Background: an optimization exercise with open tools, aiming at small area. Do not read the settings as production practice.
Function was checked by simulation only, so behaviour that the tests miss may differ from the original.

==> flow/design.v (excerpt) <==
module usb_endpoint
(
    input logic clk,
    input logic n_rst,
    input logic hsel,
    input logic [3:0] haddr,
    input logic [1:0] htrans,
    input logic [1:0] hsize,
    input logic hwrite,
    input logic [31:0] hwdata,
    input logic dplus_in,
    input logic dminus_in,
    output logic [31:0] hrdata,
    output logic hresp,
    output logic hready,
    output logic d_mode,
    output logic dplus_out,
    output logic dminus_out
);
clock: 10.0 ns
lec_check: 0
cap_margin: 20
core_margin: 2
core_utilization: 50
slew_margin: 20
standard.sh (not shown) runs the stock make flow with config.mk's settings and CLKGATE_MAP_FILE= SYNTH_SCRIPT=/design/flow/synth_recipe.tcl, a recipe that flattens the netlist after the stock synthesis.
==> flow/flow/run.sh <==
#!/bin/bash
# Standard layout with two changes: the port buffers use the smallest
# buffer cell, and clock tree synthesis balances the tree without dummy loads.
set -o pipefail
export BUFFER_PORTS_ARGS="-buffer_cell sky130_fd_sc_hd__buf_1"
export CTS_ARGS="-sink_clustering_enable -repair_clock_nets -sink_clustering_size 30 -sink_clustering_max_diameter 80 -buf_list sky130_fd_sc_hd__clkbuf_16 -dont_use_dummy_load"
bash standard.sh 2>&1 | tee standard.log
Edit:
==> flow/flow/run.sh (replaced) <==
#!/bin/bash
# Standard layout with two changes: the port buffers use the smallest
# buffer cell, and clock tree synthesis balances the tree without dummy loads.
set -o pipefail
export BUFFER_PORTS_ARGS="-buffer_cell sky130_fd_sc_hd__buf_1"
export CTS_ARGS="-sink_clustering_enable -repair_clock_nets -sink_clustering_size 15 -sink_clustering_max_diameter 60 -buf_list sky130_fd_sc_hd__clkbuf_8 -dont_use_dummy_load"
bash standard.sh 2>&1 | tee standard.log
Outcome: The changed run went through all stages and came out clean; count of clock-buffer cells in the layout grows by 22; area after synthesis is unchanged; cell area is about the same; worst setup slack improved by 18 ps.

========
## job 101
usb_endpoint, a different RTL version from the one above (not shown whole).
For scale: about 680 flip-flops, ~83 I/O pins, about 26000 sq um of cells after synthesis.
export LEC_CHECK = 0
export CAP_MARGIN = 20
export CORE_MARGIN = 2
export CORE_UTILIZATION = 50
export SLEW_MARGIN = 20
export SYNTH_HIERARCHICAL = 1
create_clock -name core_clock -period 10.0 [get_ports {clk}]
==> flow/flow/run.sh <==
#!/bin/bash
set -euo pipefail
here=$(pwd)
rm -rf "$here/scripts_abc"
cp -r "$FLOW_HOME/scripts" "$here/scripts_abc"
cp "$here/flow/abc_map.script" "$here/scripts_abc/abc_speed.script"
SCRIPTS_DIR="$here/scripts_abc" bash standard.sh synth > "$here/synth.log" 2>&1
export BUFFER_PORTS_ARGS="-buffer_cell sky130_fd_sc_hd__buf_1"
export CTS_ARGS="-sink_clustering_enable -repair_clock_nets -sink_clustering_size 15 -sink_clustering_max_diameter 60 -buf_list sky130_fd_sc_hd__clkbuf_8 -dont_use_dummy_load"
bash standard.sh > "$here/layout.log" 2>&1
==> flow/flow/abc_map.script <==
&get -n
&st
&dch -f
&nf -p -a -F 8 -A 4 -R 1000
&put
topo
stime -c
Job 101 completed every stage of the flow, and the final layout passed the timing, design-rule and antenna checks.
What job 102 does differently from job 101 at the input level:
# job 101
export LEC_CHECK = 0
export CAP_MARGIN = 20
export CORE_MARGIN = 2
export CORE_UTILIZATION = 50
export SLEW_MARGIN = 20
export SYNTH_HIERARCHICAL = 1
create_clock -name core_clock -period 10.0 [get_ports {clk}]
# job 102
export LEC_CHECK = 0
export CAP_MARGIN = 0
export CORE_MARGIN = 2
export CORE_UTILIZATION = 50
export SLEW_MARGIN = 0
export SYNTH_HIERARCHICAL = 1
create_clock -name core_clock -period 10.0 [get_ports {clk}]
Results
- Each of the runs, namely job 102 and job 101, reached the end of the flow and came out clean.
- Total of fill cells in the finished design across job 102 and job 101: no real change.
- Changes observed in job 102 relative to job 101: final worst setup slack shows a reduction of 0.36 ns; clock latency reported for the late side of the worst-skew pair now sits at about the same level.
- In terms of share of the final layout cell area in sequential cells, job 102 and job 101 differ only marginally.
- Summary of job 102 over job 101: cell count stayed essentially flat, time the final worst path needs with I/O delays and setup has increased, async set-reset flop share out of synthesis held steady.
- Per the comparison of job 102 with job 101, remaining global-route overflow level, wire length level, sequential cell area fraction in the yosys report level, utilization level.

port drivers added, routing unchanged:
The flow's constraints put no driver on any port. The routed layouts listed below were extracted and timed again, unchanged, in two steps.
Step 1 (the two cells are an assumption about what drives the block):
set clk [get_ports {clk}]
set_driving_cell -lib_cell sky130_fd_sc_hd__clkbuf_16 $clk
set_driving_cell -lib_cell sky130_fd_sc_hd__buf_2 [delete_from_list [all_inputs] $clk]
Step 2 times the ports against the registers' clock, not the clock port: input delays grow and output delays shrink by t, the midpoint of the rising clock arrivals with the driver on.
Slacks: ideal / step 1 / step 2; pairs: ideal / step 1.
run	t (ns)	setup slack, ns	slew at the worst register clock pin (ns)	worst data-port slew with drivers (ns)
the first run of note 1	0.619	4.471 / 4.447 / 4.447	0.11 / 0.11	0.06
the second run of note 1	0.725	4.489 / 4.465 / 4.465	0.10 / 0.10	0.07
job 101	0.744	4.412 / 4.387 / 4.387	0.10 / 0.10	0.05
job 102	0.742	4.052 / 4.026 / 4.026	0.10 / 0.10	0.05
After both steps setup and hold are still met in every run listed. For job 102, which loses most, drivers alone change the setup slack by -0.026 ns; drivers and shift together by -0.026 ns.
